This design comes from an exercise in tuning for small area on the open sky130 flow, not from production work.
Where RTL was checked, it was by simulation tests only, not by an equivalence proof against the original.
Only the layout flow was run in run 2; the RTL was not checked for function there.

## flow/design.v (module list and top-level ports; edited modules follow where they fit)
// module signed_mult: 754 lines
// module dsm_add: 86 lines
// module lz_xstep: 110 lines
// module mac_brow: 10 lines
// module mac_benc: 7 lines
// module mac_bsel: 5 lines
// module mac_bsel0: 5 lines
// module mac_fa: 6 lines
// module mac_ha: 6 lines
// module mac_maj: 5 lines
// module Slowclock: 13 lines
// module Lorenz: 50 lines
// module lz_next: 6 lines
// module second_DSM_DAC: 26 lines
// module Lorenz3D: 41 lines
module Lorenz3D(
    clk,
    rst,
    x_init,
    y_init,
    z_init,
    pinX,
    pinY,
    pinZ,
    x,
    y,
    z
    );
  // ...
==> flow/flow/run.sh <==
#!/bin/bash
# Layout flow: the standard synthesis and layout, with one extra step
# between them: combinational cells that synthesis sized up but that drive
# few loads are set back to their smallest drive strength (registers are
# left as synthesis made them); the layout's own timing repair sizes up
# again wherever timing needs it.  Port buffers use the smallest buffer.
set -euo pipefail
bash standard.sh synth > synth.log 2>&1
RESULTS=orfs/results/$FLOW_PLATFORM/Lorenz3D/base \
  openroad -no_init -exit flow/downsize.tcl > downsize.log 2>&1
BUFFER_PORTS_ARGS="-buffer_cell sky130_fd_sc_hd__buf_1" \
  bash standard.sh > layout.log 2>&1
==> flow/flow/downsize.tcl <==
set odb $::env(RESULTS)/1_synth.odb
read_db $odb
set db [ord::get_db]
set block [ord::get_db_block]
set n 0
set saved 0.0
foreach inst [$block getInsts] {
  set master [$inst getMaster]
  set name [$master getName]
  if {[$master isSequential]} { continue }
  if {![regexp {^(sky130_fd_sc_hd__([a-z0-9]+))_([0-9]+)$} $name -> base func size]} { continue }
  if {[regexp {^(df|edf|sdf|dl|buf|clk|conb|tap|fill|decap|diode|fa$|ha$)} $func]} { continue }
  set fanout 0
  foreach it [$inst getITerms] {
    if {[$it isOutputSignal]} {
      set net [$it getNet]
      if {$net ne "NULL"} {
        incr fanout [expr {[llength [$net getITerms]] + [llength [$net getBTerms]] - 1}]
      }
    }
  }
  if {$fanout > 4} { continue }
  foreach s {0 1} {
    if {$s >= $size} { break }
    set m [$db findMaster ${base}_$s]
    if {$m ne "NULL"} {
      set saved [expr {$saved + ([$master getWidth] - [$m getWidth]) * [$master getHeight] / 1e6}]
      $inst swapMaster $m
      incr n
      break
    }
  }
}
puts "downsized $n instances, [format %.1f $saved] um^2"
write_db $odb
==> flow/standard.sh <==
#!/bin/bash
# synth_recipe.tcl (not shown) runs the flow's synth.tcl, then flattens the netlist and writes it again
# the make line also repeats each setting of config.mk as NAME=value (left out here)
make -C /OpenROAD-flow-scripts/flow DESIGN_CONFIG=/design/flow/config.mk WORK_HOME=/design/flow/orfs CLKGATE_MAP_FILE= SYNTH_SCRIPT=/design/flow/synth_recipe.tcl "${@:-finish}"
==> flow/config.mk <==
export PLATFORM = sky130hd
export DESIGN_NAME = Lorenz3D
export DESIGN_NICKNAME = Lorenz3D
export VERILOG_FILES = /design/flow/design.v
export SDC_FILE = /design/flow/constraint.sdc
export NUM_CORES = 4
export LEC_CHECK = 0
export CAP_MARGIN = 20
export CORE_MARGIN = 2
export CORE_UTILIZATION = 40
export CTS_BUF_LIST = sky130_fd_sc_hd__clkbuf_4
export SLEW_MARGIN = 20
export SYNTH_HIERARCHICAL = 1
==> flow/constraint.sdc <==
create_clock -name core_clock -period 18.0 [get_ports {clk}]
set_input_delay 3.6000 -clock core_clock [delete_from_list [all_inputs] [get_ports {clk}]]
set_output_delay 3.6000 -clock core_clock [all_outputs]
set_load 0.01 [all_outputs]
==> impl_results.md, run 1 <==
- Sequential cells: 256
- Met2 Use GR: between 40% and 50%
- Drt first pass iters: 9
- FILL cells: between 7000 and 8000
- Commonest non-fill, non-tap cell in the layout: fa_1
- Multi-input gates: 2356
- Clock buf/inv share: 2.618%
- Clock Tree Buf Depth: 3
- Mean Syn Cell Area: 11.45 um2
- Post-CTS setup buffer count: 0
- Startpoint Class: register
- Bufs w/o clock: 296
- CP max FO: 4
- Die H: a little under 300 um
- Residual DRC: 0
- Hold_ws: 0.4980 ns
- Status: no timing/DRC/antenna violations
- Number of global-route vias before repair: 26672
- GR peak layer: met2
- Seq. cell area: 5450 um2
- Crit path largest cell delay: 0.57 ns
- Metal3 WL: between 10000 and 15000 um
- Period utilization: 95.61%
- Wl on met1: 43710 um
- Global-route wire length before repair: 170100 um
- M3 GR Usage: 8.291%
==> module Lorenz, before the edit <==
module Lorenz(clk, rst, phase, x_init, y_init, z_init, x, y, z);
    input wire clk;
    input wire rst;
    input wire [1:0] phase;
    input wire [31:0] x_init;
    input wire [31:0] y_init;
    input wire [31:0] z_init;
    output reg [31:0] x;
    output reg [31:0] y;
    output reg [31:0] z;
    localparam [31:0] NEGB = 32'hFAAA_AAAB;    
    reg [31:0] t;
    wire sa = rst || phase == 2'd3;
    wire sb = !rst && phase == 2'd0;
    wire sc = !rst && phase == 2'd1;
    wire [26:0] zor;
    assign zor[0] = 1'b0;
    genvar i;
    generate for (i = 1; i < 27; i = i + 1) begin : zo
        assign zor[i] = zor[i-1] | z[i-1];
    end endgenerate
    wire [31:0] w;
    assign w[26:0] = z[26:0] ^ zor;
    assign w[31:27] = ~z[31:27] + 5'b00111 + {4'b0, ~(zor[26] | z[26])};
    wire [23:0] ma = rst ? z_init[31:8] : phase[1] ? z[31:8] : x[31:8];
    wire [31:0] mb = (rst || phase[1]) ? NEGB : phase[0] ? w : y;
    wire [31:0] mc = ({32{sb}} & t) | ({32{sc}} & y);
    wire [31:0] mr = ({32{sb}} & z) | ({32{sc}} & ~{{8{y[31]}}, y[31:8]});
    wire        mcin = sc || (sa && (ma != 24'd0));
    wire [31:0] mo;
    signed_mult mac (.a(ma), .b(mb), .c(mc), .r(mr), .cin(mcin), .out(mo));
    wire [31:0] xn;
    lz_xstep xs (.x(x), .y(y), .xn(xn));
    always @(posedge clk)
    begin
        if (sa || sb)
            t <= mo;
    end
    wire sh = !rst && phase != 2'd1;
    wire [31:0] xd, yd, zd;
    lz_next nx (.init(x_init), .nw(xn), .q(x), .si(rst), .sn(sc), .sh(sh), .d(xd));
    lz_next ny (.init(y_init), .nw(mo), .q(y), .si(rst), .sn(sc), .sh(sh), .d(yd));
    lz_next nz (.init(z_init), .nw(t),  .q(z), .si(rst), .sn(sc), .sh(sh), .d(zd));
    always @(posedge clk)
    begin
        x <= xd;
        y <= yd;
        z <= zd;
    end
endmodule
==> run 2: changes to the inputs <==
--- a/flow/design.v
+++ b/flow/design.v
@@ -4,5 +4,5 @@
     input  wire [31:0] b;
     input  wire [31:0] c;
-    input  wire [31:0] r;
+    input  wire [23:0] r;
     input  wire        cin;
     output wire [31:0] out;
@@ -88,21 +88,20 @@
     wire m384s, m384c, m385s, m385c, m386s, m386c, m387s, m387c, m388s, m388c, m389s, m389c, m390s, m390c, m391s, m391c;
     wire m392s, m392c, m393s, m393c, m394s, m394c, m395s, m395c, m396s, m396c, m397s, m397c, m398s, m398c, m399s, m399c;
-    wire m400s, m400c, m401s, m401c, m402s, m402c, m403s, m403c, m404s, m404c, m405s, m405c, m406s, m406c, m407s, m407c;
-    wire m408s, m408c, m409g, m410g, m411g, m412g, m413g, m414g, m415g, m416g, m417g, m418g, m419g, m420g, m421g, m422g;
-    wire m423g, m424g, m425g, m426g, m427g, m428g, m429g, m430g, m431g, m432g, m433g, m434g, m435g, m436g, m437g, m438g;
-    wire m439g, m440g, m441g, m442g, m443g, m444g, m445g, m446g, m447g, m448g, m449g, m450g, m451g, m452g, m453g, m454g;
-    wire m455g, m456g, m457g, m458g, m459g, m460g, m461g, m462g, m463g, m464g, m465g, m466g, m467g, m468g, m469g, m470g;
-    wire m471g, m472g, m473g, m474g, m475g, m476g, m477g, m478g, m479g, m480g, m481g, m482g, m483g, m484g, m485g, m486g;
-    wire m487g, m488g, m489g, m490g, m491g, m492g, m493g, m494g, m495g, m496g, m497g, m498g, m499g, m500s, m500c, m501s;
+    wire m400s, m400c, m401s, m401c, m402g, m403g, m404g, m405g, m406g, m407g, m408g, m409g, m410g, m411g, m412g, m413g;
+    wire m414g, m415g, m416g, m417g, m418g, m419g, m420g, m421g, m422g, m423g, m424g, m425g, m426g, m427g, m428g, m429g;
+    wire m430g, m431g, m432g, m433g, m434g, m435g, m436g, m437g, m438g, m439g, m440g, m441g, m442g, m443g, m444g, m445g;
+    wire m446g, m447g, m448g, m449g, m450g, m451g, m452g, m453g, m454g, m455g, m456g, m457g, m458g, m459g, m460g, m461g;
+    wire m462g, m463g, m464g, m465g, m466g, m467g, m468g, m469g, m470g, m471g, m472g, m473g, m474g, m475g, m476g, m477g;
+    wire m478g, m479g, m480g, m481g, m482g, m483g, m484g, m485g, m486g, m487g, m488g, m489g, m490g, m491g, m492g, m493s;
+    wire m493c, m494s, m494c, m495s, m495c, m496s, m496c, m497s, m497c, m498s, m498c, m499s, m499c, m500s, m500c, m501s;
     wire m501c, m502s, m502c, m503s, m503c, m504s, m504c, m505s, m505c, m506s, m506c, m507s, m507c, m508s, m508c, m509s;
     wire m509c, m510s, m510c, m511s, m511c, m512s, m512c, m513s, m513c, m514s, m514c, m515s, m515c, m516s, m516c, m517s;
-    wire m517c, m518s, m518c, m519s, m519c, m520s, m520c, m521s, m521c, m522s, m522c, m523s, m523c, m524s, m524c, m525s;
-    wire m525c, m526s, m526c, m527s, m527c, m528s, m528c, m529s, m529c, m530s, m530c, m531s, m531c, m532g, m533g, m534g;
-    wire m535g, m536g, m537g, m538g, m539g, m540g, m541g, m542g, m543g, m544g, m545g, m546g, m547g, m548g, m549g, m550g;
-    wire m551g, m552g, m553g, m554g, m555g, m556g, m557g, m558g, m559g, m560g, m561g, m562g, m563g, m564g, m565g, m566g;
-    wire m567g, m568g, m569g, m570g, m571g, m572g, m573g, m574g, m575g, m576g, m577g, m578g, m579g, m580g, m581g, m582g;
-    wire m583g, m584g, m585g, m586g, m587g, m588g, m589g, m590g, m591g, m592g, m593g, m594g, m595g, m596g, m597g, m598g;
-    wire m599g, m600g, m601g, m602g, m603g, m604g, m605g, m606g, m607g, m608g, m609g, m610g, m611g, m612g, m613g, m614g;
-    wire m615g;
+    wire m517c, m518s, m518c, m519s, m519c, m520s, m520c, m521s, m521c, m522s, m522c, m523s, m523c, m524s, m524c, m525g;
+    wire m526g, m527g, m528g, m529g, m530g, m531g, m532g, m533g, m534g, m535g, m536g, m537g, m538g, m539g, m540g, m541g;
+    wire m542g, m543g, m544g, m545g, m546g, m547g, m548g, m549g, m550g, m551g, m552g, m553g, m554g, m555g, m556g, m557g;
+    wire m558g, m559g, m560g, m561g, m562g, m563g, m564g, m565g, m566g, m567g, m568g, m569g, m570g, m571g, m572g, m573g;
+    wire m574g, m575g, m576g, m577g, m578g, m579g, m580g, m581g, m582g, m583g, m584g, m585g, m586g, m587g, m588g, m589g;
+    wire m590g, m591g, m592g, m593g, m594g, m595g, m596g, m597g, m598g, m599g, m600g, m601g, m602g, m603g, m604g, m605g;
+    wire m606g, m607g, m608g;
     mac_fa mu0 (.a(e0[25]), .b(e1[23]), .c(e2[21]), .s(m0s), .co(m0c));
     mac_fa mu1 (.a(e0[26]), .b(e1[24]), .c(e2[22]), .s(m1s), .co(m1c));
@@ -313,5 +312,5 @@
     mac_ha mu206 (.a(e11[25]), .b(c[22]), .s(m206s), .co(m206c));
     mac_fa mu207 (.a(~e8[32]), .b(e9[30]), .c(e10[28]), .s(m207s), .co(m207c));
-    mac_ha mu208 (.a(e9[31]), .b(e10[29]), .s(m208s), .co(m208c));
+    mac_ha mu208 (.a(e11[26]), .b(c[23]), .s(m208s), .co(m208c));
     mac_ha mu209 (.a(e0[6]), .b(e1[4]), .s(m209s), .co(m209c));
     mac_ha mu210 (.a(e0[7]), .b(e1[5]), .s(m210s), .co(m210c));
@@ -397,212 +396,212 @@
     mac_fa mu290 (.a(m206s), .b(r[22]), .c(1'b1), .s(m290s), .co(m290c));
     mac_fa mu291 (.a(m205c), .b(m206c), .c(m207s), .s(m291s), .co(m291c));
-    mac_fa mu292 (.a(e11[26]), .b(c[23]), .c(r[23]), .s(m292s), .co(m292c));
-    mac_fa mu293 (.a(m207c), .b(m208s), .c(e11[27]), .s(m293s), .co(m293c));
-    mac_fa mu294 (.a(c[24]), .b(r[24]), .c(1'b1), .s(m294s), .co(m294c));
-    mac_fa mu295 (.a(m208c), .b(~e9[32]), .c(e10[30]), .s(m295s), .co(m295c));
-    mac_fa mu296 (.a(e11[28]), .b(c[25]), .c(r[25]), .s(m296s), .co(m296c));
-    mac_fa mu297 (.a(e10[31]), .b(e11[29]), .c(c[26]), .s(m297s), .co(m297c));
-    mac_ha mu298 (.a(r[26]), .b(1'b1), .s(m298s), .co(m298c));
-    mac_fa mu299 (.a(~e10[32]), .b(e11[30]), .c(c[27]), .s(m299s), .co(m299c));
-    mac_ha mu300 (.a(e11[31]), .b(c[28]), .s(m300s), .co(m300c));
-    mac_ha mu301 (.a(e0[4]), .b(e1[2]), .s(m301s), .co(m301c));
-    mac_ha mu302 (.a(e0[5]), .b(e1[3]), .s(m302s), .co(m302c));
-    mac_fa mu303 (.a(m209s), .b(e2[2]), .c(e3[0]), .s(m303s), .co(m303c));
-    mac_fa mu304 (.a(m209c), .b(m210s), .c(e2[3]), .s(m304s), .co(m304c));
-    mac_fa mu305 (.a(m210c), .b(m211s), .c(m212s), .s(m305s), .co(m305c));
-    mac_fa mu306 (.a(m211c), .b(m212c), .c(m213s), .s(m306s), .co(m306c));
-    mac_fa mu307 (.a(m213c), .b(m214c), .c(m215s), .s(m307s), .co(m307c));
-    mac_fa mu308 (.a(m215c), .b(m216c), .c(m217s), .s(m308s), .co(m308c));
-    mac_fa mu309 (.a(m217c), .b(m218c), .c(m219s), .s(m309s), .co(m309c));
-    mac_fa mu310 (.a(m219c), .b(m220c), .c(m221s), .s(m310s), .co(m310c));
-    mac_fa mu311 (.a(m221c), .b(m222c), .c(m223s), .s(m311s), .co(m311c));
-    mac_fa mu312 (.a(m223c), .b(m224c), .c(m225s), .s(m312s), .co(m312c));
-    mac_fa mu313 (.a(m225c), .b(m226c), .c(m227s), .s(m313s), .co(m313c));
-    mac_fa mu314 (.a(m227c), .b(m228c), .c(m229s), .s(m314s), .co(m314c));
-    mac_fa mu315 (.a(m229c), .b(m230c), .c(m231s), .s(m315s), .co(m315c));
-    mac_fa mu316 (.a(m231c), .b(m232c), .c(m233s), .s(m316s), .co(m316c));
-    mac_fa mu317 (.a(m233c), .b(m234c), .c(m235s), .s(m317s), .co(m317c));
-    mac_fa mu318 (.a(m235c), .b(m236c), .c(m237s), .s(m318s), .co(m318c));
-    mac_fa mu319 (.a(m237c), .b(m238c), .c(m239s), .s(m319s), .co(m319c));
-    mac_fa mu320 (.a(m239c), .b(m240c), .c(m241s), .s(m320s), .co(m320c));
-    mac_fa mu321 (.a(m241c), .b(m242c), .c(m243s), .s(m321s), .co(m321c));
-    mac_fa mu322 (.a(m243c), .b(m244c), .c(m245s), .s(m322s), .co(m322c));
-    mac_fa mu323 (.a(m245c), .b(m246c), .c(m247s), .s(m323s), .co(m323c));
-    mac_fa mu324 (.a(m247c), .b(m248c), .c(m249s), .s(m324s), .co(m324c));
-    mac_fa mu325 (.a(m249c), .b(m250c), .c(m251s), .s(m325s), .co(m325c));
-    mac_fa mu326 (.a(m251c), .b(m252c), .c(m253s), .s(m326s), .co(m326c));
-    mac_fa mu327 (.a(m253c), .b(m254c), .c(m255s), .s(m327s), .co(m327c));
-    mac_fa mu328 (.a(m255c), .b(m256c), .c(m257s), .s(m328s), .co(m328c));
-    mac_fa mu329 (.a(m257c), .b(m258c), .c(m259s), .s(m329s), .co(m329c));
-    mac_fa mu330 (.a(m259c), .b(m260c), .c(m261s), .s(m330s), .co(m330c));
-    mac_fa mu331 (.a(m261c), .b(m262c), .c(m263s), .s(m331s), .co(m331c));
-    mac_fa mu332 (.a(m263c), .b(m264c), .c(m265s), .s(m332s), .co(m332c));
-    mac_fa mu333 (.a(m265c), .b(m266c), .c(m267s), .s(m333s), .co(m333c));
-    mac_fa mu334 (.a(m267c), .b(m268c), .c(m269s), .s(m334s), .co(m334c));
-    mac_fa mu335 (.a(m269c), .b(m270c), .c(m271s), .s(m335s), .co(m335c));
-    mac_fa mu336 (.a(m271c), .b(m272c), .c(m273s), .s(m336s), .co(m336c));
-    mac_fa mu337 (.a(m273c), .b(m274c), .c(m275s), .s(m337s), .co(m337c));
-    mac_fa mu338 (.a(m275c), .b(m276c), .c(m277s), .s(m338s), .co(m338c));
-    mac_fa mu339 (.a(m277c), .b(m278c), .c(m279s), .s(m339s), .co(m339c));
-    mac_fa mu340 (.a(m279c), .b(m280c), .c(m281s), .s(m340s), .co(m340c));
-    mac_fa mu341 (.a(m281c), .b(m282c), .c(m283s), .s(m341s), .co(m341c));
-    mac_fa mu342 (.a(m283c), .b(m284c), .c(m285s), .s(m342s), .co(m342c));
-    mac_fa mu343 (.a(m285c), .b(m286c), .c(m287s), .s(m343s), .co(m343c));
-    mac_fa mu344 (.a(m287c), .b(m288c), .c(m289s), .s(m344s), .co(m344c));
-    mac_fa mu345 (.a(m289c), .b(m290c), .c(m291s), .s(m345s), .co(m345c));
-    mac_fa mu346 (.a(m291c), .b(m292c), .c(m293s), .s(m346s), .co(m346c));
-    mac_fa mu347 (.a(m293c), .b(m294c), .c(m295s), .s(m347s), .co(m347c));
-    mac_fa mu348 (.a(m295c), .b(m296c), .c(m297s), .s(m348s), .co(m348c));
-    mac_fa mu349 (.a(m297c), .b(m298c), .c(m299s), .s(m349s), .co(m349c));
-    mac_fa mu350 (.a(m299c), .b(m300s), .c(r[28]), .s(m350s), .co(m350c));
-    mac_fa mu351 (.a(m300c), .b(~e11[32]), .c(c[29]), .s(m351s), .co(m351c));
-    mac_ha mu352 (.a(c[30]), .b(r[30]), .s(m352s), .co(m352c));
-    mac_ha mu353 (.a(c[31]), .b(r[31]), .s(m353s), .co(m353c));
-    mac_ha mu354 (.a(e0[2]), .b(e1[0]), .s(m354s), .co(m354c));
-    mac_ha mu355 (.a(e0[3]), .b(e1[1]), .s(m355s), .co(m355c));
-    mac_fa mu356 (.a(m301s), .b(e2[0]), .c(neg[2]), .s(m356s), .co(m356c));
-    mac_fa mu357 (.a(m301c), .b(m302s), .c(e2[1]), .s(m357s), .co(m357c));
-    mac_fa mu358 (.a(m302c), .b(m303s), .c(neg[3]), .s(m358s), .co(m358c));
-    mac_fa mu359 (.a(m303c), .b(m304s), .c(e3[1]), .s(m359s), .co(m359c));
-    mac_fa mu360 (.a(m304c), .b(m305s), .c(neg[4]), .s(m360s), .co(m360c));
-    mac_fa mu361 (.a(m305c), .b(m306s), .c(m214s), .s(m361s), .co(m361c));
-    mac_fa mu362 (.a(m306c), .b(m307s), .c(m216s), .s(m362s), .co(m362c));
-    mac_fa mu363 (.a(m307c), .b(m308s), .c(m218s), .s(m363s), .co(m363c));
-    mac_fa mu364 (.a(m308c), .b(m309s), .c(m220s), .s(m364s), .co(m364c));
-    mac_fa mu365 (.a(m309c), .b(m310s), .c(m222s), .s(m365s), .co(m365c));
-    mac_fa mu366 (.a(m310c), .b(m311s), .c(m224s), .s(m366s), .co(m366c));
-    mac_fa mu367 (.a(m311c), .b(m312s), .c(m226s), .s(m367s), .co(m367c));
-    mac_fa mu368 (.a(m312c), .b(m313s), .c(m228s), .s(m368s), .co(m368c));
-    mac_fa mu369 (.a(m313c), .b(m314s), .c(m230s), .s(m369s), .co(m369c));
-    mac_fa mu370 (.a(m314c), .b(m315s), .c(m232s), .s(m370s), .co(m370c));
-    mac_fa mu371 (.a(m315c), .b(m316s), .c(m234s), .s(m371s), .co(m371c));
-    mac_fa mu372 (.a(m316c), .b(m317s), .c(m236s), .s(m372s), .co(m372c));
-    mac_fa mu373 (.a(m317c), .b(m318s), .c(m238s), .s(m373s), .co(m373c));
-    mac_fa mu374 (.a(m318c), .b(m319s), .c(m240s), .s(m374s), .co(m374c));
-    mac_fa mu375 (.a(m319c), .b(m320s), .c(m242s), .s(m375s), .co(m375c));
-    mac_fa mu376 (.a(m320c), .b(m321s), .c(m244s), .s(m376s), .co(m376c));
-    mac_fa mu377 (.a(m321c), .b(m322s), .c(m246s), .s(m377s), .co(m377c));
-    mac_fa mu378 (.a(m322c), .b(m323s), .c(m248s), .s(m378s), .co(m378c));
-    mac_fa mu379 (.a(m323c), .b(m324s), .c(m250s), .s(m379s), .co(m379c));
-    mac_fa mu380 (.a(m324c), .b(m325s), .c(m252s), .s(m380s), .co(m380c));
-    mac_fa mu381 (.a(m325c), .b(m326s), .c(m254s), .s(m381s), .co(m381c));
-    mac_fa mu382 (.a(m326c), .b(m327s), .c(m256s), .s(m382s), .co(m382c));
-    mac_fa mu383 (.a(m327c), .b(m328s), .c(m258s), .s(m383s), .co(m383c));
-    mac_fa mu384 (.a(m328c), .b(m329s), .c(m260s), .s(m384s), .co(m384c));
-    mac_fa mu385 (.a(m329c), .b(m330s), .c(m262s), .s(m385s), .co(m385c));
-    mac_fa mu386 (.a(m330c), .b(m331s), .c(m264s), .s(m386s), .co(m386c));
-    mac_fa mu387 (.a(m331c), .b(m332s), .c(m266s), .s(m387s), .co(m387c));
-    mac_fa mu388 (.a(m332c), .b(m333s), .c(m268s), .s(m388s), .co(m388c));
-    mac_fa mu389 (.a(m333c), .b(m334s), .c(m270s), .s(m389s), .co(m389c));
-    mac_fa mu390 (.a(m334c), .b(m335s), .c(m272s), .s(m390s), .co(m390c));
-    mac_fa mu391 (.a(m335c), .b(m336s), .c(m274s), .s(m391s), .co(m391c));
-    mac_fa mu392 (.a(m336c), .b(m337s), .c(m276s), .s(m392s), .co(m392c));
-    mac_fa mu393 (.a(m337c), .b(m338s), .c(m278s), .s(m393s), .co(m393c));
-    mac_fa mu394 (.a(m338c), .b(m339s), .c(m280s), .s(m394s), .co(m394c));
-    mac_fa mu395 (.a(m339c), .b(m340s), .c(m282s), .s(m395s), .co(m395c));
-    mac_fa mu396 (.a(m340c), .b(m341s), .c(m284s), .s(m396s), .co(m396c));
-    mac_fa mu397 (.a(m341c), .b(m342s), .c(m286s), .s(m397s), .co(m397c));
-    mac_fa mu398 (.a(m342c), .b(m343s), .c(m288s), .s(m398s), .co(m398c));
-    mac_fa mu399 (.a(m343c), .b(m344s), .c(m290s), .s(m399s), .co(m399c));
-    mac_fa mu400 (.a(m344c), .b(m345s), .c(m292s), .s(m400s), .co(m400c));
-    mac_fa mu401 (.a(m345c), .b(m346s), .c(m294s), .s(m401s), .co(m401c));
-    mac_fa mu402 (.a(m346c), .b(m347s), .c(m296s), .s(m402s), .co(m402c));
-    mac_fa mu403 (.a(m347c), .b(m348s), .c(m298s), .s(m403s), .co(m403c));
-    mac_fa mu404 (.a(m348c), .b(m349s), .c(r[27]), .s(m404s), .co(m404c));
-    mac_fa mu405 (.a(m349c), .b(m350s), .c(1'b1), .s(m405s), .co(m405c));
-    mac_fa mu406 (.a(m350c), .b(m351s), .c(r[29]), .s(m406s), .co(m406c));
-    mac_fa mu407 (.a(m351c), .b(m352s), .c(1'b1), .s(m407s), .co(m407c));
-    mac_fa mu408 (.a(m352c), .b(m353s), .c(1'b1), .s(m408s), .co(m408c));
-    assign m409g = e0[0] & neg[0];
-    assign m410g = e0[0] | neg[0];
-    assign m411g = m354s & neg[1];
-    assign m412g = m354s | neg[1];
-    assign m413g = m354c & m355s;
-    assign m414g = m354c | m355s;
-    assign m415g = m355c & m356s;
-    assign m416g = m355c | m356s;
-    assign m417g = m356c & m357s;
-    assign m418g = m356c | m357s;
-    assign m419g = m357c & m358s;
-    assign m420g = m357c | m358s;
-    assign m421g = m358c & m359s;
-    assign m422g = m358c | m359s;
-    assign m423g = m359c & m360s;
-    assign m424g = m359c | m360s;
-    assign m425g = m360c & m361s;
-    assign m426g = m360c | m361s;
-    assign m427g = m361c & m362s;
-    assign m428g = m361c | m362s;
-    assign m429g = m362c & m363s;
-    assign m430g = m362c | m363s;
-    assign m431g = m363c & m364s;
-    assign m432g = m363c | m364s;
-    assign m433g = m364c & m365s;
-    assign m434g = m364c | m365s;
-    assign m435g = m365c & m366s;
-    assign m436g = m365c | m366s;
-    assign m437g = m366c & m367s;
-    assign m438g = m366c | m367s;
-    assign m439g = m367c & m368s;
-    assign m440g = m367c | m368s;
-    assign m441g = m368c & m369s;
-    assign m442g = m368c | m369s;
-    assign m443g = m369c & m370s;
-    assign m444g = m369c | m370s;
-    assign m445g = m370c & m371s;
-    assign m446g = m370c | m371s;
-    assign m447g = m371c & m372s;
-    assign m448g = m371c | m372s;
-    assign m449g = m372c & m373s;
-    assign m450g = m372c | m373s;
-    assign m451g = m373c & m374s;
-    assign m452g = m373c | m374s;
-    assign m453g = m374c & m375s;
-    assign m454g = m374c | m375s;
-    assign m455g = m375c & m376s;
-    assign m456g = m375c | m376s;
-    assign m457g = e0[1] & m409g;
-    assign m458g = m413g | (m414g & m411g);
-    assign m459g = m414g & m412g;
-    assign m460g = m417g | (m418g & m415g);
-    assign m461g = m418g & m416g;
-    assign m462g = m421g | (m422g & m419g);
-    assign m463g = m422g & m420g;
-    assign m464g = m425g | (m426g & m423g);
-    assign m465g = m426g & m424g;
-    assign m466g = m429g | (m430g & m427g);
-    assign m467g = m430g & m428g;
-    assign m468g = m433g | (m434g & m431g);
-    assign m469g = m434g & m432g;
-    assign m470g = m437g | (m438g & m435g);
-    assign m471g = m438g & m436g;
-    assign m472g = m441g | (m442g & m439g);
-    assign m473g = m442g & m440g;
-    assign m474g = m445g | (m446g & m443g);
-    assign m475g = m446g & m444g;
-    assign m476g = m449g | (m450g & m447g);
-    assign m477g = m450g & m448g;
-    assign m478g = m453g | (m454g & m451g);
-    assign m479g = m454g & m452g;
-    assign m480g = m458g | (m459g & m457g);
-    assign m481g = m462g | (m463g & m460g);
-    assign m482g = m463g & m461g;
-    assign m483g = m466g | (m467g & m464g);
-    assign m484g = m467g & m465g;
-    assign m485g = m470g | (m471g & m468g);
-    assign m486g = m471g & m469g;
-    assign m487g = m474g | (m475g & m472g);
-    assign m488g = m475g & m473g;
-    assign m489g = m478g | (m479g & m476g);
-    assign m490g = m479g & m477g;
-    assign m491g = m481g | (m482g & m480g);
-    assign m492g = m485g | (m486g & m483g);
-    assign m493g = m486g & m484g;
-    assign m494g = m489g | (m490g & m487g);
-    assign m495g = m490g & m488g;
-    assign m496g = m492g | (m493g & m491g);
-    assign m497g = m455g | (m456g & m494g);
-    assign m498g = m456g & m495g;
-    assign m499g = m497g | (m498g & m496g);
+    mac_fa mu292 (.a(m208s), .b(~r[23]), .c(1'b1), .s(m292s), .co(m292c));
+    mac_fa mu293 (.a(m207c), .b(m208c), .c(e9[31]), .s(m293s), .co(m293c));
+    mac_fa mu294 (.a(e10[29]), .b(e11[27]), .c(c[24]), .s(m294s), .co(m294c));
+    mac_fa mu295 (.a(~e9[32]), .b(e10[30]), .c(e11[28]), .s(m295s), .co(m295c));
+    mac_ha mu296 (.a(e10[31]), .b(e11[29]), .s(m296s), .co(m296c));
+    mac_ha mu297 (.a(e0[4]), .b(e1[2]), .s(m297s), .co(m297c));
+    mac_ha mu298 (.a(e0[5]), .b(e1[3]), .s(m298s), .co(m298c));
+    mac_fa mu299 (.a(m209s), .b(e2[2]), .c(e3[0]), .s(m299s), .co(m299c));
+    mac_fa mu300 (.a(m209c), .b(m210s), .c(e2[3]), .s(m300s), .co(m300c));
+    mac_fa mu301 (.a(m210c), .b(m211s), .c(m212s), .s(m301s), .co(m301c));
+    mac_fa mu302 (.a(m211c), .b(m212c), .c(m213s), .s(m302s), .co(m302c));
+    mac_fa mu303 (.a(m213c), .b(m214c), .c(m215s), .s(m303s), .co(m303c));
+    mac_fa mu304 (.a(m215c), .b(m216c), .c(m217s), .s(m304s), .co(m304c));
+    mac_fa mu305 (.a(m217c), .b(m218c), .c(m219s), .s(m305s), .co(m305c));
+    mac_fa mu306 (.a(m219c), .b(m220c), .c(m221s), .s(m306s), .co(m306c));
+    mac_fa mu307 (.a(m221c), .b(m222c), .c(m223s), .s(m307s), .co(m307c));
+    mac_fa mu308 (.a(m223c), .b(m224c), .c(m225s), .s(m308s), .co(m308c));
+    mac_fa mu309 (.a(m225c), .b(m226c), .c(m227s), .s(m309s), .co(m309c));
+    mac_fa mu310 (.a(m227c), .b(m228c), .c(m229s), .s(m310s), .co(m310c));
+    mac_fa mu311 (.a(m229c), .b(m230c), .c(m231s), .s(m311s), .co(m311c));
+    mac_fa mu312 (.a(m231c), .b(m232c), .c(m233s), .s(m312s), .co(m312c));
+    mac_fa mu313 (.a(m233c), .b(m234c), .c(m235s), .s(m313s), .co(m313c));
+    mac_fa mu314 (.a(m235c), .b(m236c), .c(m237s), .s(m314s), .co(m314c));
+    mac_fa mu315 (.a(m237c), .b(m238c), .c(m239s), .s(m315s), .co(m315c));
+    mac_fa mu316 (.a(m239c), .b(m240c), .c(m241s), .s(m316s), .co(m316c));
+    mac_fa mu317 (.a(m241c), .b(m242c), .c(m243s), .s(m317s), .co(m317c));
+    mac_fa mu318 (.a(m243c), .b(m244c), .c(m245s), .s(m318s), .co(m318c));
+    mac_fa mu319 (.a(m245c), .b(m246c), .c(m247s), .s(m319s), .co(m319c));
+    mac_fa mu320 (.a(m247c), .b(m248c), .c(m249s), .s(m320s), .co(m320c));
+    mac_fa mu321 (.a(m249c), .b(m250c), .c(m251s), .s(m321s), .co(m321c));
+    mac_fa mu322 (.a(m251c), .b(m252c), .c(m253s), .s(m322s), .co(m322c));
+    mac_fa mu323 (.a(m253c), .b(m254c), .c(m255s), .s(m323s), .co(m323c));
+    mac_fa mu324 (.a(m255c), .b(m256c), .c(m257s), .s(m324s), .co(m324c));
+    mac_fa mu325 (.a(m257c), .b(m258c), .c(m259s), .s(m325s), .co(m325c));
+    mac_fa mu326 (.a(m259c), .b(m260c), .c(m261s), .s(m326s), .co(m326c));
+    mac_fa mu327 (.a(m261c), .b(m262c), .c(m263s), .s(m327s), .co(m327c));
+    mac_fa mu328 (.a(m263c), .b(m264c), .c(m265s), .s(m328s), .co(m328c));
+    mac_fa mu329 (.a(m265c), .b(m266c), .c(m267s), .s(m329s), .co(m329c));
+    mac_fa mu330 (.a(m267c), .b(m268c), .c(m269s), .s(m330s), .co(m330c));
+    mac_fa mu331 (.a(m269c), .b(m270c), .c(m271s), .s(m331s), .co(m331c));
+    mac_fa mu332 (.a(m271c), .b(m272c), .c(m273s), .s(m332s), .co(m332c));
+    mac_fa mu333 (.a(m273c), .b(m274c), .c(m275s), .s(m333s), .co(m333c));
+    mac_fa mu334 (.a(m275c), .b(m276c), .c(m277s), .s(m334s), .co(m334c));
+    mac_fa mu335 (.a(m277c), .b(m278c), .c(m279s), .s(m335s), .co(m335c));
+    mac_fa mu336 (.a(m279c), .b(m280c), .c(m281s), .s(m336s), .co(m336c));
+    mac_fa mu337 (.a(m281c), .b(m282c), .c(m283s), .s(m337s), .co(m337c));
+    mac_fa mu338 (.a(m283c), .b(m284c), .c(m285s), .s(m338s), .co(m338c));
+    mac_fa mu339 (.a(m285c), .b(m286c), .c(m287s), .s(m339s), .co(m339c));
+    mac_fa mu340 (.a(m287c), .b(m288c), .c(m289s), .s(m340s), .co(m340c));
+    mac_fa mu341 (.a(m289c), .b(m290c), .c(m291s), .s(m341s), .co(m341c));
+    mac_fa mu342 (.a(m291c), .b(m292c), .c(m293s), .s(m342s), .co(m342c));
+    mac_fa mu343 (.a(m293c), .b(m294c), .c(m295s), .s(m343s), .co(m343c));
+    mac_fa mu344 (.a(m295c), .b(m296s), .c(c[26]), .s(m344s), .co(m344c));
+    mac_fa mu345 (.a(m296c), .b(~e10[32]), .c(e11[30]), .s(m345s), .co(m345c));
+    mac_ha mu346 (.a(e11[31]), .b(c[28]), .s(m346s), .co(m346c));
+    mac_ha mu347 (.a(e0[2]), .b(e1[0]), .s(m347s), .co(m347c));
+    mac_ha mu348 (.a(e0[3]), .b(e1[1]), .s(m348s), .co(m348c));
+    mac_fa mu349 (.a(m297s), .b(e2[0]), .c(neg[2]), .s(m349s), .co(m349c));
+    mac_fa mu350 (.a(m297c), .b(m298s), .c(e2[1]), .s(m350s), .co(m350c));
+    mac_fa mu351 (.a(m298c), .b(m299s), .c(neg[3]), .s(m351s), .co(m351c));
+    mac_fa mu352 (.a(m299c), .b(m300s), .c(e3[1]), .s(m352s), .co(m352c));
+    mac_fa mu353 (.a(m300c), .b(m301s), .c(neg[4]), .s(m353s), .co(m353c));
+    mac_fa mu354 (.a(m301c), .b(m302s), .c(m214s), .s(m354s), .co(m354c));
+    mac_fa mu355 (.a(m302c), .b(m303s), .c(m216s), .s(m355s), .co(m355c));
+    mac_fa mu356 (.a(m303c), .b(m304s), .c(m218s), .s(m356s), .co(m356c));
+    mac_fa mu357 (.a(m304c), .b(m305s), .c(m220s), .s(m357s), .co(m357c));
+    mac_fa mu358 (.a(m305c), .b(m306s), .c(m222s), .s(m358s), .co(m358c));
+    mac_fa mu359 (.a(m306c), .b(m307s), .c(m224s), .s(m359s), .co(m359c));
+    mac_fa mu360 (.a(m307c), .b(m308s), .c(m226s), .s(m360s), .co(m360c));
+    mac_fa mu361 (.a(m308c), .b(m309s), .c(m228s), .s(m361s), .co(m361c));
+    mac_fa mu362 (.a(m309c), .b(m310s), .c(m230s), .s(m362s), .co(m362c));
+    mac_fa mu363 (.a(m310c), .b(m311s), .c(m232s), .s(m363s), .co(m363c));
+    mac_fa mu364 (.a(m311c), .b(m312s), .c(m234s), .s(m364s), .co(m364c));
+    mac_fa mu365 (.a(m312c), .b(m313s), .c(m236s), .s(m365s), .co(m365c));
+    mac_fa mu366 (.a(m313c), .b(m314s), .c(m238s), .s(m366s), .co(m366c));
+    mac_fa mu367 (.a(m314c), .b(m315s), .c(m240s), .s(m367s), .co(m367c));
+    mac_fa mu368 (.a(m315c), .b(m316s), .c(m242s), .s(m368s), .co(m368c));
+    mac_fa mu369 (.a(m316c), .b(m317s), .c(m244s), .s(m369s), .co(m369c));
+    mac_fa mu370 (.a(m317c), .b(m318s), .c(m246s), .s(m370s), .co(m370c));
+    mac_fa mu371 (.a(m318c), .b(m319s), .c(m248s), .s(m371s), .co(m371c));
+    mac_fa mu372 (.a(m319c), .b(m320s), .c(m250s), .s(m372s), .co(m372c));
+    mac_fa mu373 (.a(m320c), .b(m321s), .c(m252s), .s(m373s), .co(m373c));
+    mac_fa mu374 (.a(m321c), .b(m322s), .c(m254s), .s(m374s), .co(m374c));
+    mac_fa mu375 (.a(m322c), .b(m323s), .c(m256s), .s(m375s), .co(m375c));
+    mac_fa mu376 (.a(m323c), .b(m324s), .c(m258s), .s(m376s), .co(m376c));
+    mac_fa mu377 (.a(m324c), .b(m325s), .c(m260s), .s(m377s), .co(m377c));
+    mac_fa mu378 (.a(m325c), .b(m326s), .c(m262s), .s(m378s), .co(m378c));
+    mac_fa mu379 (.a(m326c), .b(m327s), .c(m264s), .s(m379s), .co(m379c));
+    mac_fa mu380 (.a(m327c), .b(m328s), .c(m266s), .s(m380s), .co(m380c));
+    mac_fa mu381 (.a(m328c), .b(m329s), .c(m268s), .s(m381s), .co(m381c));
+    mac_fa mu382 (.a(m329c), .b(m330s), .c(m270s), .s(m382s), .co(m382c));
+    mac_fa mu383 (.a(m330c), .b(m331s), .c(m272s), .s(m383s), .co(m383c));
+    mac_fa mu384 (.a(m331c), .b(m332s), .c(m274s), .s(m384s), .co(m384c));
+    mac_fa mu385 (.a(m332c), .b(m333s), .c(m276s), .s(m385s), .co(m385c));
+    mac_fa mu386 (.a(m333c), .b(m334s), .c(m278s), .s(m386s), .co(m386c));
+    mac_fa mu387 (.a(m334c), .b(m335s), .c(m280s), .s(m387s), .co(m387c));
+    mac_fa mu388 (.a(m335c), .b(m336s), .c(m282s), .s(m388s), .co(m388c));
+    mac_fa mu389 (.a(m336c), .b(m337s), .c(m284s), .s(m389s), .co(m389c));
+    mac_fa mu390 (.a(m337c), .b(m338s), .c(m286s), .s(m390s), .co(m390c));
+    mac_fa mu391 (.a(m338c), .b(m339s), .c(m288s), .s(m391s), .co(m391c));
+    mac_fa mu392 (.a(m339c), .b(m340s), .c(m290s), .s(m392s), .co(m392c));
+    mac_fa mu393 (.a(m340c), .b(m341s), .c(m292s), .s(m393s), .co(m393c));
+    mac_fa mu394 (.a(m341c), .b(m342s), .c(m294s), .s(m394s), .co(m394c));
+    mac_fa mu395 (.a(m342c), .b(m343s), .c(c[25]), .s(m395s), .co(m395c));
+    mac_fa mu396 (.a(m343c), .b(m344s), .c(1'b1), .s(m396s), .co(m396c));
+    mac_fa mu397 (.a(m344c), .b(m345s), .c(c[27]), .s(m397s), .co(m397c));
+    mac_fa mu398 (.a(m345c), .b(m346s), .c(1'b1), .s(m398s), .co(m398c));
+    mac_fa mu399 (.a(m346c), .b(~e11[32]), .c(c[29]), .s(m399s), .co(m399c));
+    mac_ha mu400 (.a(c[30]), .b(1'b1), .s(m400s), .co(m400c));
+    mac_ha mu401 (.a(c[31]), .b(1'b1), .s(m401s), .co(m401c));
+    assign m402g = e0[0] & neg[0];
+    assign m403g = e0[0] | neg[0];
+    assign m404g = m347s & neg[1];
+    assign m405g = m347s | neg[1];
+    assign m406g = m347c & m348s;
+    assign m407g = m347c | m348s;
+    assign m408g = m348c & m349s;
+    assign m409g = m348c | m349s;
+    assign m410g = m349c & m350s;
+    assign m411g = m349c | m350s;
+    assign m412g = m350c & m351s;
+    assign m413g = m350c | m351s;
+    assign m414g = m351c & m352s;
+    assign m415g = m351c | m352s;
+    assign m416g = m352c & m353s;
+    assign m417g = m352c | m353s;
+    assign m418g = m353c & m354s;
+    assign m419g = m353c | m354s;
+    assign m420g = m354c & m355s;
+    assign m421g = m354c | m355s;
+    assign m422g = m355c & m356s;
+    assign m423g = m355c | m356s;
+    assign m424g = m356c & m357s;
+    assign m425g = m356c | m357s;
+    assign m426g = m357c & m358s;
+    assign m427g = m357c | m358s;
+    assign m428g = m358c & m359s;
+    assign m429g = m358c | m359s;
+    assign m430g = m359c & m360s;
+    assign m431g = m359c | m360s;
+    assign m432g = m360c & m361s;
+    assign m433g = m360c | m361s;
+    assign m434g = m361c & m362s;
+    assign m435g = m361c | m362s;
+    assign m436g = m362c & m363s;
+    assign m437g = m362c | m363s;
+    assign m438g = m363c & m364s;
+    assign m439g = m363c | m364s;
+    assign m440g = m364c & m365s;
+    assign m441g = m364c | m365s;
+    assign m442g = m365c & m366s;
+    assign m443g = m365c | m366s;
+    assign m444g = m366c & m367s;
+    assign m445g = m366c | m367s;
+    assign m446g = m367c & m368s;
+    assign m447g = m367c | m368s;
+    assign m448g = m368c & m369s;
+    assign m449g = m368c | m369s;
+    assign m450g = e0[1] & m402g;
+    assign m451g = m406g | (m407g & m404g);
+    assign m452g = m407g & m405g;
+    assign m453g = m410g | (m411g & m408g);
+    assign m454g = m411g & m409g;
+    assign m455g = m414g | (m415g & m412g);
+    assign m456g = m415g & m413g;
+    assign m457g = m418g | (m419g & m416g);
+    assign m458g = m419g & m417g;
+    assign m459g = m422g | (m423g & m420g);
+    assign m460g = m423g & m421g;
+    assign m461g = m426g | (m427g & m424g);
+    assign m462g = m427g & m425g;
+    assign m463g = m430g | (m431g & m428g);
+    assign m464g = m431g & m429g;
+    assign m465g = m434g | (m435g & m432g);
+    assign m466g = m435g & m433g;
+    assign m467g = m438g | (m439g & m436g);
+    assign m468g = m439g & m437g;
+    assign m469g = m442g | (m443g & m440g);
+    assign m470g = m443g & m441g;
+    assign m471g = m446g | (m447g & m444g);
+    assign m472g = m447g & m445g;
+    assign m473g = m451g | (m452g & m450g);
+    assign m474g = m455g | (m456g & m453g);
+    assign m475g = m456g & m454g;
+    assign m476g = m459g | (m460g & m457g);
+    assign m477g = m460g & m458g;
+    assign m478g = m463g | (m464g & m461g);
+    assign m479g = m464g & m462g;
+    assign m480g = m467g | (m468g & m465g);
+    assign m481g = m468g & m466g;
+    assign m482g = m471g | (m472g & m469g);
+    assign m483g = m472g & m470g;
+    assign m484g = m474g | (m475g & m473g);
+    assign m485g = m478g | (m479g & m476g);
+    assign m486g = m479g & m477g;
+    assign m487g = m482g | (m483g & m480g);
+    assign m488g = m483g & m481g;
+    assign m489g = m485g | (m486g & m484g);
+    assign m490g = m448g | (m449g & m487g);
+    assign m491g = m449g & m488g;
+    assign m492g = m490g | (m491g & m489g);
+    mac_ha mu493 (.a(m369c), .b(m370s), .s(m493s), .co(m493c));
+    mac_ha mu494 (.a(m370c), .b(m371s), .s(m494s), .co(m494c));
+    mac_ha mu495 (.a(m371c), .b(m372s), .s(m495s), .co(m495c));
+    mac_ha mu496 (.a(m372c), .b(m373s), .s(m496s), .co(m496c));
+    mac_ha mu497 (.a(m373c), .b(m374s), .s(m497s), .co(m497c));
+    mac_ha mu498 (.a(m374c), .b(m375s), .s(m498s), .co(m498c));
+    mac_ha mu499 (.a(m375c), .b(m376s), .s(m499s), .co(m499c));
     mac_ha mu500 (.a(m376c), .b(m377s), .s(m500s), .co(m500c));
     mac_ha mu501 (.a(m377c), .b(m378s), .s(m501s), .co(m501c));
@@ -630,127 +629,120 @@
     mac_ha mu523 (.a(m399c), .b(m400s), .s(m523s), .co(m523c));
     mac_ha mu524 (.a(m400c), .b(m401s), .s(m524s), .co(m524c));
-    mac_ha mu525 (.a(m401c), .b(m402s), .s(m525s), .co(m525c));
-    mac_ha mu526 (.a(m402c), .b(m403s), .s(m526s), .co(m526c));
-    mac_ha mu527 (.a(m403c), .b(m404s), .s(m527s), .co(m527c));
-    mac_ha mu528 (.a(m404c), .b(m405s), .s(m528s), .co(m528c));
-    mac_ha mu529 (.a(m405c), .b(m406s), .s(m529s), .co(m529c));
-    mac_ha mu530 (.a(m406c), .b(m407s), .s(m530s), .co(m530c));
-    mac_ha mu531 (.a(m407c), .b(m408s), .s(m531s), .co(m531c));
-    assign m532g = m500c | (m500s & m499g);
-    assign m533g = m502c | (m502s & m501c);
-    assign m534g = m502s & m501s;
-    assign m535g = m504c | (m504s & m503c);
-    assign m536g = m504s & m503s;
-    assign m537g = m506c | (m506s & m505c);
-    assign m538g = m506s & m505s;
-    assign m539g = m508c | (m508s & m507c);
-    assign m540g = m508s & m507s;
-    assign m541g = m510c | (m510s & m509c);
-    assign m542g = m510s & m509s;
-    assign m543g = m512c | (m512s & m511c);
-    assign m544g = m512s & m511s;
-    assign m545g = m514c | (m514s & m513c);
-    assign m546g = m514s & m513s;
-    assign m547g = m516c | (m516s & m515c);
-    assign m548g = m516s & m515s;
-    assign m549g = m518c | (m518s & m517c);
-    assign m550g = m518s & m517s;
-    assign m551g = m520c | (m520s & m519c);
-    assign m552g = m520s & m519s;
-    assign m553g = m522c | (m522s & m521c);
-    assign m554g = m522s & m521s;
-    assign m555g = m524c | (m524s & m523c);
-    assign m556g = m524s & m523s;
-    assign m557g = m526c | (m526s & m525c);
-    assign m558g = m526s & m525s;
-    assign m559g = m528c | (m528s & m527c);
-    assign m560g = m528s & m527s;
-    assign m561g = m530c | (m530s & m529c);
-    assign m562g = m530s & m529s;
-    assign m563g = m533g | (m534g & m532g);
-    assign m564g = m537g | (m538g & m535g);
-    assign m565g = m538g & m536g;
-    assign m566g = m541g | (m542g & m539g);
-    assign m567g = m542g & m540g;
-    assign m568g = m545g | (m546g & m543g);
-    assign m569g = m546g & m544g;
-    assign m570g = m549g | (m550g & m547g);
-    assign m571g = m550g & m548g;
-    assign m572g = m553g | (m554g & m551g);
-    assign m573g = m554g & m552g;
-    assign m574g = m557g | (m558g & m555g);
-    assign m575g = m558g & m556g;
-    assign m576g = m561g | (m562g & m559g);
-    assign m577g = m562g & m560g;
-    assign m578g = m564g | (m565g & m563g);
-    assign m579g = m568g | (m569g & m566g);
-    assign m580g = m569g & m567g;
-    assign m581g = m572g | (m573g & m570g);
-    assign m582g = m573g & m571g;
-    assign m583g = m576g | (m577g & m574g);
-    assign m584g = m577g & m575g;
-    assign m585g = m579g | (m580g & m578g);
-    assign m586g = m583g | (m584g & m581g);
-    assign m587g = m584g & m582g;
-    assign m588g = m586g | (m587g & m585g);
-    assign m589g = m581g | (m582g & m585g);
-    assign m590g = m566g | (m567g & m578g);
-    assign m591g = m570g | (m571g & m585g);
-    assign m592g = m574g | (m575g & m589g);
-    assign m593g = m535g | (m536g & m563g);
-    assign m594g = m539g | (m540g & m578g);
-    assign m595g = m543g | (m544g & m590g);
-    assign m596g = m547g | (m548g & m585g);
-    assign m597g = m551g | (m552g & m591g);
-    assign m598g = m555g | (m556g & m589g);
-    assign m599g = m559g | (m560g & m592g);
-    assign m600g = m501c | (m501s & m532g);
-    assign m601g = m503c | (m503s & m563g);
-    assign m602g = m505c | (m505s & m593g);
-    assign m603g = m507c | (m507s & m578g);
-    assign m604g = m509c | (m509s & m594g);
-    assign m605g = m511c | (m511s & m590g);
-    assign m606g = m513c | (m513s & m595g);
-    assign m607g = m515c | (m515s & m585g);
-    assign m608g = m517c | (m517s & m596g);
-    assign m609g = m519c | (m519s & m591g);
-    assign m610g = m521c | (m521s & m597g);
-    assign m611g = m523c | (m523s & m589g);
-    assign m612g = m525c | (m525s & m598g);
-    assign m613g = m527c | (m527s & m592g);
-    assign m614g = m529c | (m529s & m599g);
-    assign m615g = m531c | (m531s & m588g);
-    assign out[0] = m500s ^ m499g;
-    assign out[1] = m501s ^ m532g;
-    assign out[2] = m502s ^ m600g;
-    assign out[3] = m503s ^ m563g;
-    assign out[4] = m504s ^ m601g;
-    assign out[5] = m505s ^ m593g;
-    assign out[6] = m506s ^ m602g;
-    assign out[7] = m507s ^ m578g;
-    assign out[8] = m508s ^ m603g;
-    assign out[9] = m509s ^ m594g;
-    assign out[10] = m510s ^ m604g;
-    assign out[11] = m511s ^ m590g;
-    assign out[12] = m512s ^ m605g;
-    assign out[13] = m513s ^ m595g;
-    assign out[14] = m514s ^ m606g;
-    assign out[15] = m515s ^ m585g;
-    assign out[16] = m516s ^ m607g;
-    assign out[17] = m517s ^ m596g;
-    assign out[18] = m518s ^ m608g;
-    assign out[19] = m519s ^ m591g;
-    assign out[20] = m520s ^ m609g;
-    assign out[21] = m521s ^ m597g;
-    assign out[22] = m522s ^ m610g;
-    assign out[23] = m523s ^ m589g;
-    assign out[24] = m524s ^ m611g;
-    assign out[25] = m525s ^ m598g;
-    assign out[26] = m526s ^ m612g;
-    assign out[27] = m527s ^ m592g;
-    assign out[28] = m528s ^ m613g;
-    assign out[29] = m529s ^ m599g;
-    assign out[30] = m530s ^ m614g;
-    assign out[31] = m531s ^ m588g;
+    assign m525g = m493c | (m493s & m492g);
+    assign m526g = m495c | (m495s & m494c);
+    assign m527g = m495s & m494s;
+    assign m528g = m497c | (m497s & m496c);
+    assign m529g = m497s & m496s;
+    assign m530g = m499c | (m499s & m498c);
+    assign m531g = m499s & m498s;
+    assign m532g = m501c | (m501s & m500c);
+    assign m533g = m501s & m500s;
+    assign m534g = m503c | (m503s & m502c);
+    assign m535g = m503s & m502s;
+    assign m536g = m505c | (m505s & m504c);
+    assign m537g = m505s & m504s;
+    assign m538g = m507c | (m507s & m506c);
+    assign m539g = m507s & m506s;
+    assign m540g = m509c | (m509s & m508c);
+    assign m541g = m509s & m508s;
+    assign m542g = m511c | (m511s & m510c);
+    assign m543g = m511s & m510s;
+    assign m544g = m513c | (m513s & m512c);
+    assign m545g = m513s & m512s;
+    assign m546g = m515c | (m515s & m514c);
+    assign m547g = m515s & m514s;
+    assign m548g = m517c | (m517s & m516c);
+    assign m549g = m517s & m516s;
+    assign m550g = m519c | (m519s & m518c);
+    assign m551g = m519s & m518s;
+    assign m552g = m521c | (m521s & m520c);
+    assign m553g = m521s & m520s;
+    assign m554g = m523c | (m523s & m522c);
+    assign m555g = m523s & m522s;
+    assign m556g = m526g | (m527g & m525g);
+    assign m557g = m530g | (m531g & m528g);
+    assign m558g = m531g & m529g;
+    assign m559g = m534g | (m535g & m532g);
+    assign m560g = m535g & m533g;
+    assign m561g = m538g | (m539g & m536g);
+    assign m562g = m539g & m537g;
+    assign m563g = m542g | (m543g & m540g);
+    assign m564g = m543g & m541g;
+    assign m565g = m546g | (m547g & m544g);
+    assign m566g = m547g & m545g;
+    assign m567g = m550g | (m551g & m548g);
+    assign m568g = m551g & m549g;
+    assign m569g = m554g | (m555g & m552g);
+    assign m570g = m555g & m553g;
+    assign m571g = m557g | (m558g & m556g);
+    assign m572g = m561g | (m562g & m559g);
+    assign m573g = m562g & m560g;
+    assign m574g = m565g | (m566g & m563g);
+    assign m575g = m566g & m564g;
+    assign m576g = m569g | (m570g & m567g);
+    assign m577g = m570g & m568g;
+    assign m578g = m572g | (m573g & m571g);
+    assign m579g = m576g | (m577g & m574g);
+    assign m580g = m577g & m575g;
+    assign m581g = m579g | (m580g & m578g);
+    assign m582g = m574g | (m575g & m578g);
+    assign m583g = m559g | (m560g & m571g);
+    assign m584g = m563g | (m564g & m578g);
+    assign m585g = m567g | (m568g & m582g);
+    assign m586g = m528g | (m529g & m556g);
+    assign m587g = m532g | (m533g & m571g);
+    assign m588g = m536g | (m537g & m583g);
+    assign m589g = m540g | (m541g & m578g);
+    assign m590g = m544g | (m545g & m584g);
+    assign m591g = m548g | (m549g & m582g);
+    assign m592g = m552g | (m553g & m585g);
+    assign m593g = m494c | (m494s & m525g);
+    assign m594g = m496c | (m496s & m556g);
+    assign m595g = m498c | (m498s & m586g);
+    assign m596g = m500c | (m500s & m571g);
+    assign m597g = m502c | (m502s & m587g);
+    assign m598g = m504c | (m504s & m583g);
+    assign m599g = m506c | (m506s & m588g);
+    assign m600g = m508c | (m508s & m578g);
+    assign m601g = m510c | (m510s & m589g);
+    assign m602g = m512c | (m512s & m584g);
+    assign m603g = m514c | (m514s & m590g);
+    assign m604g = m516c | (m516s & m582g);
+    assign m605g = m518c | (m518s & m591g);
+    assign m606g = m520c | (m520s & m585g);
+    assign m607g = m522c | (m522s & m592g);
+    assign m608g = m524c | (m524s & m581g);
+    assign out[0] = m493s ^ m492g;
+    assign out[1] = m494s ^ m525g;
+    assign out[2] = m495s ^ m593g;
+    assign out[3] = m496s ^ m556g;
+    assign out[4] = m497s ^ m594g;
+    assign out[5] = m498s ^ m586g;
+    assign out[6] = m499s ^ m595g;
+    assign out[7] = m500s ^ m571g;
+    assign out[8] = m501s ^ m596g;
+    assign out[9] = m502s ^ m587g;
+    assign out[10] = m503s ^ m597g;
+    assign out[11] = m504s ^ m583g;
+    assign out[12] = m505s ^ m598g;
+    assign out[13] = m506s ^ m588g;
+    assign out[14] = m507s ^ m599g;
+    assign out[15] = m508s ^ m578g;
+    assign out[16] = m509s ^ m600g;
+    assign out[17] = m510s ^ m589g;
+    assign out[18] = m511s ^ m601g;
+    assign out[19] = m512s ^ m584g;
+    assign out[20] = m513s ^ m602g;
+    assign out[21] = m514s ^ m590g;
+    assign out[22] = m515s ^ m603g;
+    assign out[23] = m516s ^ m582g;
+    assign out[24] = m517s ^ m604g;
+    assign out[25] = m518s ^ m591g;
+    assign out[26] = m519s ^ m605g;
+    assign out[27] = m520s ^ m585g;
+    assign out[28] = m521s ^ m606g;
+    assign out[29] = m522s ^ m592g;
+    assign out[30] = m523s ^ m607g;
+    assign out[31] = m524s ^ m581g;
 endmodule
 module dsm_add(acc1, acc2, d, o, s1, s2);
@@ -1033,8 +1025,9 @@
     assign w[26:0] = z[26:0] ^ zor;
     assign w[31:27] = ~z[31:27] + 5'b00111 + {4'b0, ~(zor[26] | z[26])};
-    wire [23:0] ma = rst ? z_init[31:8] : phase[1] ? z[31:8] : x[31:8];
+    wire [31:0] xd, yd, zd;
+    wire [23:0] ma = sa ? zd[31:8] : x[31:8];
     wire [31:0] mb = (rst || phase[1]) ? NEGB : phase[0] ? w : y;
-    wire [31:0] mc = ({32{sb}} & t) | ({32{sc}} & y);
-    wire [31:0] mr = ({32{sb}} & z) | ({32{sc}} & ~{{8{y[31]}}, y[31:8]});
+    wire [31:0] mc = sa ? zd : sb ? t : y;
+    wire [23:0] mr = {24{sc}} & ~y[31:8];
     wire        mcin = sc || (sa && (ma != 24'd0));
     wire [31:0] mo;
@@ -1048,5 +1041,4 @@
     end
     wire sh = !rst && phase != 2'd1;
-    wire [31:0] xd, yd, zd;
     lz_next nx (.init(x_init), .nw(xn), .q(x), .si(rst), .sn(sc), .sh(sh), .d(xd));
     lz_next ny (.init(y_init), .nw(mo), .q(y), .si(rst), .sn(sc), .sh(sh), .d(yd));
==> flow/config.mk (replaced) <==
export PLATFORM = sky130hd
export DESIGN_NAME = Lorenz3D
export DESIGN_NICKNAME = Lorenz3D
export VERILOG_FILES = /design/flow/design.v
export SDC_FILE = /design/flow/constraint.sdc
export NUM_CORES = 4
export LEC_CHECK = 0
export CAP_MARGIN = 0
export CORE_MARGIN = 2
export CORE_UTILIZATION = 60
export CTS_BUF_LIST = sky130_fd_sc_hd__clkbuf_8
export CTS_CLUSTER_DIAMETER = 50
export CTS_CLUSTER_SIZE = 12
export SLEW_MARGIN = 0
export SYNTH_HIERARCHICAL = 1
==> run 2 against run 1 <==
- final cell count down 11%
- routed wire length down 6.5%
- flip-flop and latch count unchanged
- area after synthesis down 1.3%
- count of clock-buffer cells in the layout down 71
- first-iteration DRC count up 1.1%
- maximum frequency down 0.71%
- critical path type unchanged
- largest cell class unchanged
- highest routed layer is now met5
==> impl_results.md, run 2 <==
- Mapped cell area: between 30000 and 40000 um2
- Post-CTS sizing: 0
- Delay-heaviest family, CP: adder cells
- Residual DRC: 0 (unchanged)
- IO Port Bufs: slightly below 200
- H-tree depth: 2
- Fin nets: a little under 4000
- Syn. warnings: 9
- Crit path largest cell delay: 0.58 ns (about the same)
- Rows: 84
- Commonest non-fill, non-tap cell in the layout: fa_1
- Placed insts: 3753
- Initial antenna violation count: 4
- Slowest cell on crit path: fa_1
- Reg-to-reg endpoint: L1.x[31]
- R2R setup slack: between 0.6 and 0.7 ns
- Crit end category: register
- CP max FO: 4 (unchanged)
- Synthesized netlist cell count: 2802
- Fraction of layout cells with a size suffix above 1: 6.304%
- CTS tree: done
- Overflow after GRT: 0
- Clock slew at reported path FFs: ~0.080 ns
- Crit path kind: reg2reg
- Worst path bufs/invs: 2
- I/O pin count: 197
- Actual slew at the worst max-slew pin: 1.112 ns
- Startpoint Class: register
- Final Instance Count excl. Fillers: 3816
- Setup WS pre-CTS: about 0.62 ns
- Hold-fix buffers, CTS: 0
- Worst Skew: about 0.054 ns
- Die Span X: around 240 um
- Status: no timing/DRC/antenna violations
- R2R depth: 46
- Max-Cap Viols: 0
- CTS Buf Count: 34
- DR iter-0 viols: about 3400
- Die outline area: 55240 um2
- Worst hold stages: 2
- Setup Viol. Count Final: 0
- Slew headroom: 25.83%
- Worst skew pair latency: between 0.6 and 0.7 ns
- CTS sink cnt: 256
- Most frequent CP cell: fa_1
- Routed Antenna Nets: 0
- Setup TNS Final: 0 ns
- RSZ-0062 raised after global routing: no
- Leading cell types in the layout, fill and taps excluded: 605 x fa_1, 422 x xnor2_1, 385 x a22oi_1
- Hold Crit Endpoint: L1.x[0]
- Fmax: about 58 MHz
- Clock Tree Buf Depth: 3 (unchanged)
- Final core utilization: 66.47%
- Wirelength per Cell: ~27 um
- Root Driver: clkbuf_8
- Post-DP HPWL: between 70000 and 80000 um
- Mean Syn Cell Area: 11.43 um2 (-0.22%)
- Largest net degree at the start of global routing: 84
- Crit Reg-Reg Startpoint: L1.x[0]
- WP data required: 18.51 ns
- Max Slew Vio Count: 0
- Die H: 235.0 um (-19%)
- Vias per cell: around 6.7
- Hold path startpoint: L1.x[0]
- Final hold viol count: 0
- Core area: 52660 um2
- Total track usage: 38.80%
- Drt first pass iters: 8 (-1)
- Layout area overhead: 9.295%
- Minimum clock period: about 17 ns
- Global-route wire length before repair: 164400 um (-3.3%)
- Starting density of the core: 60.82%
- Post-CTS setup buffer count: 0 (unchanged)
- Post-Route WL: 104400 um
- Final WS setup: 0.6683 ns
- Number of global-route vias before repair: 27364 (+2.6%)
- Gp weighted congestion: 0.9252
- Vias: 25380
- Worst Path Arrival: 17.84 ns
- Worst hold path class: reg2reg
- Period utilization: 96.29% (+0.68 points)
==> run 2: layout make-up <==
| class | instances | area [um2] |
|---|---|---|
| well taps | 688 | 860.8 |
| multi-input cells | 2335 | 25810 |
| clock inverters | 22 | 206.4 |
| diodes | 3 | 7.507 |
| repair buffers | 293 | 1468 |
| flip-flops and latches | 256 | 5446 |
| inverters | 181 | 680.7 |
| fillers | 4165 | 17660 |
| clock buffers | 38 | 523.0 |
==> run 2: worst max-delay path by stage <==
stage / slack, ns / cells past startpoint / from / end
finish: 0.67 / 46 / L1.x[0] / L1.x[31]
global route: 0.05 / 46 / L1.x[0] / L1.x[31]
CTS: 0.63 / 46 / L1.x[0] / L1.x[31]
detailed placement: 0.62 / 46 / L1.x[0] / L1.x[31]
global placement: 0.87 / 46 / L1.x[0] / L1.x[31]
floorplan: 1.26 / 46 / L1.x[0] / L1.x[31]
==> run 2: through the flow <==
stage	hold slack (ns)	instance area [um2]
final	0.5201	35000
after global routing	0.5649	35000
after CTS	0.5185	34990
after detailed placement	0.4993	34260
after global placement	0.5005	34260
after floorplan	0.4220	32190
==> run 2: worst min-delay path: stages (launching register included) <==
cell and delay [ns]:
dfxtp_1 0.37, a222oi_1 0.08, inv_1 0.05
==> run 2: layer usage <==
metal  track usage, %  share of wire (%)
met1            49.96                 36
met2            63.02                 48
met3            6.920                9.7
met4            20.31                5.8
met5                0              0.012

## what the ideal ports hide
In the flow no input, the clock included, has a driving cell. The finished layouts below were timed again as built, in two steps.
Step 1, drivers: a clkbuf_16 drives clk and a buf_2 each remaining input, both assumed.
Step 2 times the ports against the registers' clock, not the clock port: input delays grow and output delays shrink by t, the midpoint of the rising clock arrivals with the driver on.
Slacks: ideal ports / drivers / drivers and shift; pairs: ideal ports / drivers.
| run | t, ns | slack for setup (ns) | worst setup path after step 2 | slew at the worst register clock pin (ns) | worst data-port slew with drivers (ns) |
|---|---|---|---|---|---|
| run 1 | 0.893 | 0.791 / 0.791 / 0.791 | register to register | 0.09 / 0.09 | 0.18 |
| run 2 | 0.666 | 0.668 / 0.668 / 0.668 | register to register | 0.09 / 0.09 | 0.08 |
After both steps every run listed still meets setup and hold.
